Context: an optimization exercise on an open-source flow, tuned for small area, a short achievable clock period and few clock cycles per item. The choices shown serve that exercise and are no tape-out recipe.
In this exercise RTL edits were held to simulation tests only and were not proved equivalent to the original.
Power figures rest on the tool's default switching activity, not on a simulated workload.

===== flow/config.mk =====
export PLATFORM = sky130hd
export DESIGN_NAME = Xsr
export DESIGN_NICKNAME = Xsr
export VERILOG_FILES = /design/flow/design.v
export SDC_FILE = /design/flow/constraint.sdc
export NUM_CORES = 4
export LEC_CHECK = 0
export CAP_MARGIN = 20
export CORE_MARGIN = 2
export CORE_UTILIZATION = 40
export SLEW_MARGIN = 20

===== flow/constraint.sdc =====
create_clock -name core_clock -period 50.0 [get_ports {clk}]
set_input_delay 10.0000 -clock core_clock [delete_from_list [all_inputs] [get_ports {clk}]]
set_output_delay 10.0000 -clock core_clock [all_outputs]
set_load 0.01 [all_outputs]

===== flow/design.v =====
module Splitmix (
  input  wire [63 : 0] seed,
  output wire [63 : 0] next_state,
  output wire [63 : 0] value
);
parameter val1 = 64'h9e3779b97f4a7c15; 
parameter val2 = 64'hbf58476d1ce4e5b9;
parameter val3 = 64'h94d049bb133111eb; 
wire [63 : 0] a;
wire [63 : 0] b;
wire [63 : 0] c;
assign a   = seed + val1;
assign b   = (a ^ (a >> 30)) * val2;
assign c   = (b ^ (b >> 27)) * val3;
assign value = (c ^ (c >> 31));
assign next_state = a;
endmodule
module Xsr (
  input  wire        clk,
  input  wire        rst,
  input  wire [63:0] seed,
  input  wire        gen,
  output wire        ready,
  output wire        valid,
  output wire [63:0] out
);
reg [63:0] s0, s1, s2, s3, o;
reg        busy, valid_reg;
reg [5:0]  cnt;
reg [1:0]  wi;    
reg [1:0] wsel, gsh;
reg       ld_z, ld_w, nz, neg;
always @* begin
  wsel = 2'd0; gsh = 2'd0; ld_z = 1'b0; ld_w = 1'b0; nz = 1'b0; neg = 1'b0;
  case (cnt)
      6'd0: begin wsel = 2'd0; ld_z = 1'b1; end
      6'd1: begin gsh = 2'd3; nz = 1'b1; neg = 1'b1; end
      6'd2: begin gsh = 2'd2; nz = 1'b0; neg = 1'b0; end
      6'd3: begin gsh = 2'd1; nz = 1'b1; neg = 1'b1; end
      6'd4: begin gsh = 2'd0; nz = 1'b1; neg = 1'b1; end
      6'd5: begin gsh = 2'd0; nz = 1'b1; neg = 1'b1; end
      6'd6: begin gsh = 2'd1; nz = 1'b0; neg = 1'b0; end
      6'd7: begin gsh = 2'd0; nz = 1'b1; neg = 1'b0; end
      6'd8: begin gsh = 2'd1; nz = 1'b1; neg = 1'b0; end
      6'd9: begin gsh = 2'd2; nz = 1'b1; neg = 1'b1; end
      6'd10: begin gsh = 2'd1; nz = 1'b1; neg = 1'b1; end
      6'd11: begin gsh = 2'd0; nz = 1'b1; neg = 1'b1; end
      6'd12: begin gsh = 2'd0; nz = 1'b1; neg = 1'b0; end
      6'd13: begin gsh = 2'd1; nz = 1'b1; neg = 1'b0; end
      6'd14: begin gsh = 2'd1; nz = 1'b1; neg = 1'b1; end
      6'd15: begin gsh = 2'd0; nz = 1'b1; neg = 1'b0; end
      6'd16: begin gsh = 2'd1; nz = 1'b1; neg = 1'b1; end
      6'd17: begin gsh = 2'd1; nz = 1'b1; neg = 1'b0; end
      6'd18: begin gsh = 2'd0; nz = 1'b1; neg = 1'b0; end
      6'd19: begin gsh = 2'd1; nz = 1'b1; neg = 1'b1; end
      6'd20: begin gsh = 2'd0; nz = 1'b1; neg = 1'b0; end
      6'd21: begin gsh = 2'd0; nz = 1'b1; neg = 1'b1; end
      6'd22: begin gsh = 2'd1; nz = 1'b1; neg = 1'b1; end
      6'd23: begin gsh = 2'd1; nz = 1'b1; neg = 1'b1; end
      6'd24: begin gsh = 2'd1; nz = 1'b1; neg = 1'b0; end
      6'd25: begin wsel = 2'd1; ld_z = 1'b1; end
      6'd26: begin gsh = 2'd3; nz = 1'b1; neg = 1'b1; end
      6'd27: begin gsh = 2'd1; nz = 1'b1; neg = 1'b0; end
      6'd28: begin gsh = 2'd0; nz = 1'b1; neg = 1'b0; end
      6'd29: begin gsh = 2'd0; nz = 1'b1; neg = 1'b0; end
      6'd30: begin gsh = 2'd0; nz = 1'b1; neg = 1'b1; end
      6'd31: begin gsh = 2'd0; nz = 1'b1; neg = 1'b0; end
      6'd32: begin gsh = 2'd2; nz = 1'b0; neg = 1'b0; end
      6'd33: begin gsh = 2'd0; nz = 1'b1; neg = 1'b0; end
      6'd34: begin gsh = 2'd1; nz = 1'b1; neg = 1'b0; end
      6'd35: begin gsh = 2'd0; nz = 1'b1; neg = 1'b0; end
      6'd36: begin gsh = 2'd1; nz = 1'b1; neg = 1'b1; end
      6'd37: begin gsh = 2'd2; nz = 1'b1; neg = 1'b1; end
      6'd38: begin gsh = 2'd0; nz = 1'b1; neg = 1'b1; end
      6'd39: begin gsh = 2'd2; nz = 1'b1; neg = 1'b0; end
      6'd40: begin gsh = 2'd0; nz = 1'b1; neg = 1'b0; end
      6'd41: begin gsh = 2'd0; nz = 1'b1; neg = 1'b1; end
      6'd42: begin gsh = 2'd0; nz = 1'b1; neg = 1'b0; end
      6'd43: begin gsh = 2'd0; nz = 1'b1; neg = 1'b1; end
      6'd44: begin gsh = 2'd2; nz = 1'b1; neg = 1'b0; end
      6'd45: begin gsh = 2'd2; nz = 1'b1; neg = 1'b0; end
      6'd46: begin gsh = 2'd1; nz = 1'b1; neg = 1'b0; end
      6'd47: begin gsh = 2'd1; nz = 1'b0; neg = 1'b0; end
      6'd48: begin gsh = 2'd0; nz = 1'b1; neg = 1'b1; end
      6'd49: begin gsh = 2'd0; nz = 1'b1; neg = 1'b1; end
      6'd50: begin gsh = 2'd0; nz = 1'b1; neg = 1'b1; end
      6'd51: begin wsel = 2'd2; ld_w = 1'b1; end
    default: ;
  endcase
end
reg [63:0] kg;
always @* begin
  case (wi)
    2'd0: kg = 64'h9e3779b97f4a7c15;
    2'd1: kg = 64'hdaa66d2c7ddf743f;
    2'd2: kg = 64'h78dde6e5fd29f054;
    2'd3: kg = 64'h3c6ef372fe94f82a;
  endcase
end
wire [63:0] b1 = busy ? kg : {s1[61:0], 2'b0};
wire [63:0] x5 = s1 + b1;
wire [63:0] r  = {x5[56:0], x5[63:57]};
reg  [63:0] a2;
always @* begin
  if (!busy) a2 = r;
  else case (gsh)
    2'd0: a2 = {o[61:0], 1'b0, neg};
    2'd1: a2 = {o[60:0], 2'b0, neg};
    2'd2: a2 = {o[59:0], 3'b0, neg};
    default: a2 = {63'b0, neg};
  endcase
end
wire [63:0] b2 = busy ? ((s1 ^ {64{neg}}) & {64{nz}}) : {r[60:0], 3'b0};
wire [63:0] y  = a2 + b2;
reg [63:0] w;
always @* begin
  case (wsel)
    2'd0: w = x5 ^ (x5 >> 30);
    2'd1: w = o ^ (o >> 27);
    default: w = o ^ (o >> 31);
  endcase
end
wire en   = gen & ~busy;
wire last = (cnt == 6'd51);
wire ld0 = busy & ld_w & (wi == 2'd0);
wire ld2 = busy & ld_w & (wi == 2'd1);
wire ld3 = busy & ld_w & (wi == 2'd2);
wire ld1 = busy & ((ld_w & (wi == 2'd3)) | ld_z);
wire ldseed = rst | (busy & ld_w & (wi != 2'd3));
wire [63:0] t  = s1 << 17;
wire [63:0] n2 = s2 ^ s0;
wire [63:0] n3 = s3 ^ s1;
assign ready = ~busy;
assign valid = valid_reg;
assign out   = o;
always @(posedge clk) begin
  o <= y;
  if (rst) begin
    busy <= 1'b1;
    cnt <= 6'd0;
    wi <= 2'd0;
    valid_reg <= 1'b0;
  end else begin
    valid_reg <= en;
    if (busy) begin
      if (last) begin
        cnt <= 6'd0;
        wi <= wi + 2'd1;
        if (wi == 2'd3) busy <= 1'b0;
      end else begin
        cnt <= cnt + 6'd1;
      end
    end
  end
  if (ld0) s0 <= w; else if (en) s0 <= s0 ^ n3;
  if (ld2) s2 <= w; else if (en) s2 <= n2 ^ t;
  if (ld3) s3 <= w; else if (en) s3 <= {n3[18:0], n3[63:19]};
  if (ldseed) s1 <= seed; else if (ld1) s1 <= w; else if (en) s1 <= s1 ^ n2;
end
endmodule

===== flow/run.sh =====
#!/bin/bash
# synth_recipe.tcl (not shown) runs the flow's synth.tcl, then flattens the netlist and writes it again
# the make line also repeats each setting of config.mk as NAME=value (left out here)
make -C /OpenROAD-flow-scripts/flow DESIGN_CONFIG=/design/flow/config.mk WORK_HOME=/design/flow/orfs CLKGATE_MAP_FILE= SYNTH_SCRIPT=/design/flow/synth_recipe.tcl finish

==> flow_results.org <==
** Floorplanning
- Die Outline Area :: 75660 µm²
- Total I/O pin count :: 133
- The floorplan has 99 rows.
- The die is 275.1 µm tall.
- From left edge to right edge, the die measures 275.1 µm.
- Starting density of the core :: 40.35%
- In this run the standard cell core region covers 72830 µm².

** Clock tree
- H-tree level count :: 2
- Cts hold-fix bufs :: 0
- Maximum buffer depth of the clock tree :: 3
- Gates resized during post-CTS repair numbered 0.
- Clock-pin slew was measured on the worst setup and hold paths at 0.06 ns.
- Counting every sink on the clock net gives 337.
- TritonCTS built the clock tree.
- Latest clock arrival within the worst-skew pair :: 0.59 ns
- Number of buffers created by CTS :: 43
- The root buffer cell chosen for the clock tree is sky130_fd_sc_hd__clkbuf_16.
- The number of setup buffers added after CTS is 0.

** STA
- The worst path uses 25.10% of the clock period.
- Summed over all failing endpoints, the final setup total negative slack is 0 ns.
- The number of slew-limit violations in the final report is 0.
- Tmin final :: 12.55 ns
- Fmax achieved :: 79.70 MHz
- At the pin with the least slew margin, the transition time is 1.323 ns.
- Setup violations remaining at the end of the flow were counted as 0.
- Largest clock skew in the final design :: 0.02157 ns
- The worst pin sits at a relative slew slack of 11.16%.
- Setup repair after global routing missed its margin :: no
- On the final layout, the worst hold slack is 0.5623 ns.
- Final setup margin :: 37.45 ns
- Hold Fails Final Rpt :: 0

** Worst setup path
- Counting cells, the worst reg-to-reg path comes to 29.
- At the worst endpoint, the arrival time is 12.65 ns.
- STA puts the critical path data required time at 50.11 ns.
- CP max-delay cell :: sky130_fd_sc_hd__nand2_4
- Crit Reg-Reg Startpoint :: wi[0]
- Worst Path Class, Setup :: in2reg
- Element type at the critical path end :: flip-flop
- The worst setup path is launched from a primary input.
- Along the worst path, the maximum fanout reaches 64.
- CP max stage delay :: 0.70 ns
- Launch point of the worst path :: rst
- Critical-path cell list :: clkdlybuf4s50_1 -> o21bai_4 -> buf_4 -> nor2_4 -> nand2_4

** Global route
- Largest net degree at the start of global routing :: 100
- Vias in the first global route :: 25160
- Routing layer with the top usage in global route :: met2
- GRT Resource Usage Total :: 33.38%
- For met1 alone, demand over resource in global routing was 44.77%.
- Summed over all layers, the global routing overflow is 0.
- Antenna violations before repair :: 9
- For this run, global-route usage on met2 was measured as 50.83%.
- Met3 routing resource usage after global routing :: 7.690%
- Global-route wire length before repair :: 182400 µm

** Min path
- Worst hold path stage count :: 2
- The startpoint identified for the worst hold timing path is cnt[1].
- Min-Delay Path Class :: reg2reg

** Pwr
- Pwr Density :: 57.18 nW/µm²
- IR analysis of the VDD net gives a maximum drop of 0.00003100 V.
- Standby leakage power :: 12.13 nW

** Final layout
- After routing the design area is 32540 µm².
- FILL cells :: 7300
- Leaving out fill and tap cells, the most frequent cell in the layout is sky130_fd_sc_hd__a21oi_1.
- From synthesis to final layout, the design area changed by 10.71%.
- For this run, the post-layout net count is 3683.
- The library cells used most frequently in the layout, excluding fill and tap cells, are sky130_fd_sc_hd__a21oi_1, sky130_fd_sc_hd__xnor2_1, sky130_fd_sc_hd__nand2_1.
- Cells with a size suffix above 1 make up 5.111% of the layout.
- Fin util :: 44.67%

** Detailed routing
- Vias :: 27890
- Count of antenna-violating nets left after detailed routing :: 0
- The pre-antenna-repair detailed-routing pass consisted of 6 iterations.
- Count of routing violations after the opening detailed-route iteration :: 3584
- For this run, design rule violations remaining after detail routing come to 0.
- The routed design has 129700 µm of wire.
- Routed length per instance :: 29.05 µm
- Detail-routed via count per cell :: 6.246

** Logic synthesis
- Number of enable flip-flop cells after synthesis :: 256
- Yosys warns :: 1
- Net count after synthesis :: 3745
- Number of distinct standard cells referenced by the synthesized netlist :: 87
- Synth Instances :: 3537
- After synthesis, the mean cell area works out to 8.309 µm².
- In this run, synthesis produced a sequential element count of 337.
- In the synthesized netlist the dominant register cell turns out to be sky130_fd_sc_hd__edfxtp_1.
- The cell area that synthesis handed to floorplanning was 29390 µm².
- Ys async rst share :: 0%
- Post-synthesis sequential area ratio :: 31.67%

** Placed design
- Worst slack at placement :: 36.47 ns
- Count of buffers from port buffering :: 132
- Routability-driven placement congestion ratio :: 1.043
- The wire-length estimate of the detail-placed layout is 98500 µm.
- Standard cell area after detailed placement :: 31200 µm²

** Run status
- The run finished with no timing, DRC or antenna violations.

** Job
- Max-Cap Viols :: 0
-- critical path: cells and delay by family --
family / cells / cell delay [ns]
buffers and inverters: 2 / 0.96
AOI/OAI and AO/OA: 1 / 0.28
and+or+nand+nor: 2 / 1.32
-- report_power, final --
group / internal, mW / total (mW) / switching [mW] / leakage [nW]
Clock: 0.173 / 0.301 / 0.128 / 0.632
Combinational: 0.380 / 1.02 / 0.642 / 8.44
Sequential: 0.363 / 0.538 / 0.175 / 3.06
-- area by class of cell --
cell class / instances / area (µm²) / area share, %
sequential: 337 / 9323 / 28.65
antenna: 4 / 10.01 / 0.03076
clock inverter: 13 / 140.1 / 0.4307
inverter: 85 / 319.1 / 0.9806
clock buffer: 59 / 1166 / 3.584
multi-input combinational: 2835 / 18750 / 57.63
tap: 959 / 1200 / 3.688
timing repair buffer: 173 / 1629 / 5.007
-- layer usage --
metal / up-vias / wire length (µm) / part of all wire, %
met5: - / 27 / 0.021
met3: 321 / 14030 / 11
met4: 4 / 7657 / 5.9
met1: 13420 / 52410 / 40
li1: 12570 / - / -
met2: 1581 / 55580 / 43
-- cell usage after synthesis (all sizes together), types with 6 or more instances --
library cell / instances / area (µm²)
a211o: 8 / 70.07
a211oi: 28 / 220.2
a21boi: 6 / 45.04
a21o: 89 / 668.1
a21oi: 370 / 1871
a221o: 15 / 150.1
a22oi: 40 / 300.3
a31oi: 37 / 261.5
and2: 14 / 87.58
and3: 18 / 112.6
and4: 6 / 52.55
buf: 50 / 246.5
clkbuf: 230 / 864.6
dfxtp: 81 / 1622
edfxtp: 256 / 7687
ha: 140 / 1752
inv: 85 / 319.1
mux2: 9 / 101.4
mux2i: 44 / 440.4
nand2: 330 / 1239
nand2b: 24 / 150.1
nand3: 42 / 210.2
nand3b: 12 / 90.09
nand4: 41 / 256.5
nor2: 273 / 1025
nor2b: 62 / 387.9
nor3: 33 / 165.2
nor4: 10 / 62.56
o211ai: 49 / 372.9
o21a: 37 / 277.8
o21ai: 319 / 1604
o21bai: 35 / 262.8
o221ai: 19 / 166.4
o22ai: 82 / 513.0
o31ai: 10 / 93.84
or2: 24 / 150.1
or3: 11 / 78.82
xnor2: 354 / 3100
xnor3: 6 / 135.1
xor2: 174 / 1524
-- kinds of logic after synthesis --
kind of cell               count (synthesis)  synth area share, %
xor gates and xnor gates                 535                16.28
AOI/OAI and AO/OA                       1198                25.22
and+or+nand+nor                          908                14.10
buffers and inverters                    365                4.866
DFF                                      337                31.67
adders and majority gates                141                6.028
muxes                                     53                1.843
-- metrics by stage --
step | instances | total power [mW]
finish | 4465 | 1.860
global placement | 4389 | 1.521
floorplan | 3537 | 1.071
detailed placement | 4389 | 1.520
CTS | 4461 | 1.824
global route | 4461 | 1.923
-- final timing paths --
path         endpoint  slack (ns)
min reg2reg    cnt[1]        0.56
max            s1[40]       37.45
min            cnt[1]        0.56
max reg2reg     o[42]       40.13
Testbench counts, summed over its fixed seeds: cycles 9,864, items 8,192.

## separate check: timing with driven ports
How much do the figures lean on ideal ports? The routed layout below was timed once more, with nothing changed but the port constraints. Step 1, drivers: a clkbuf_16 drives clk and a buf_2 each remaining input, both assumed. Step 2, shift: input delay + t, output delay - t, t = (earliest + latest rising clock arrival at the registers) / 2. This alone moves slack from input paths to output paths. Slacks: no drivers / after step 1 / after step 2; pairs: no drivers / after step 1.
t, ns: 0.651
setup slack, ns: 37.452 / 37.495 / 36.844
hold slack, ns: 0.562 / 0.562 / 0.562
worst setup path at the end: input to register
worst data-port slew with drivers (ns): 0.06
After both steps this run still meets setup and hold. For this run, drivers alone change the setup slack by +0.043 ns; drivers and shift together by -0.608 ns.
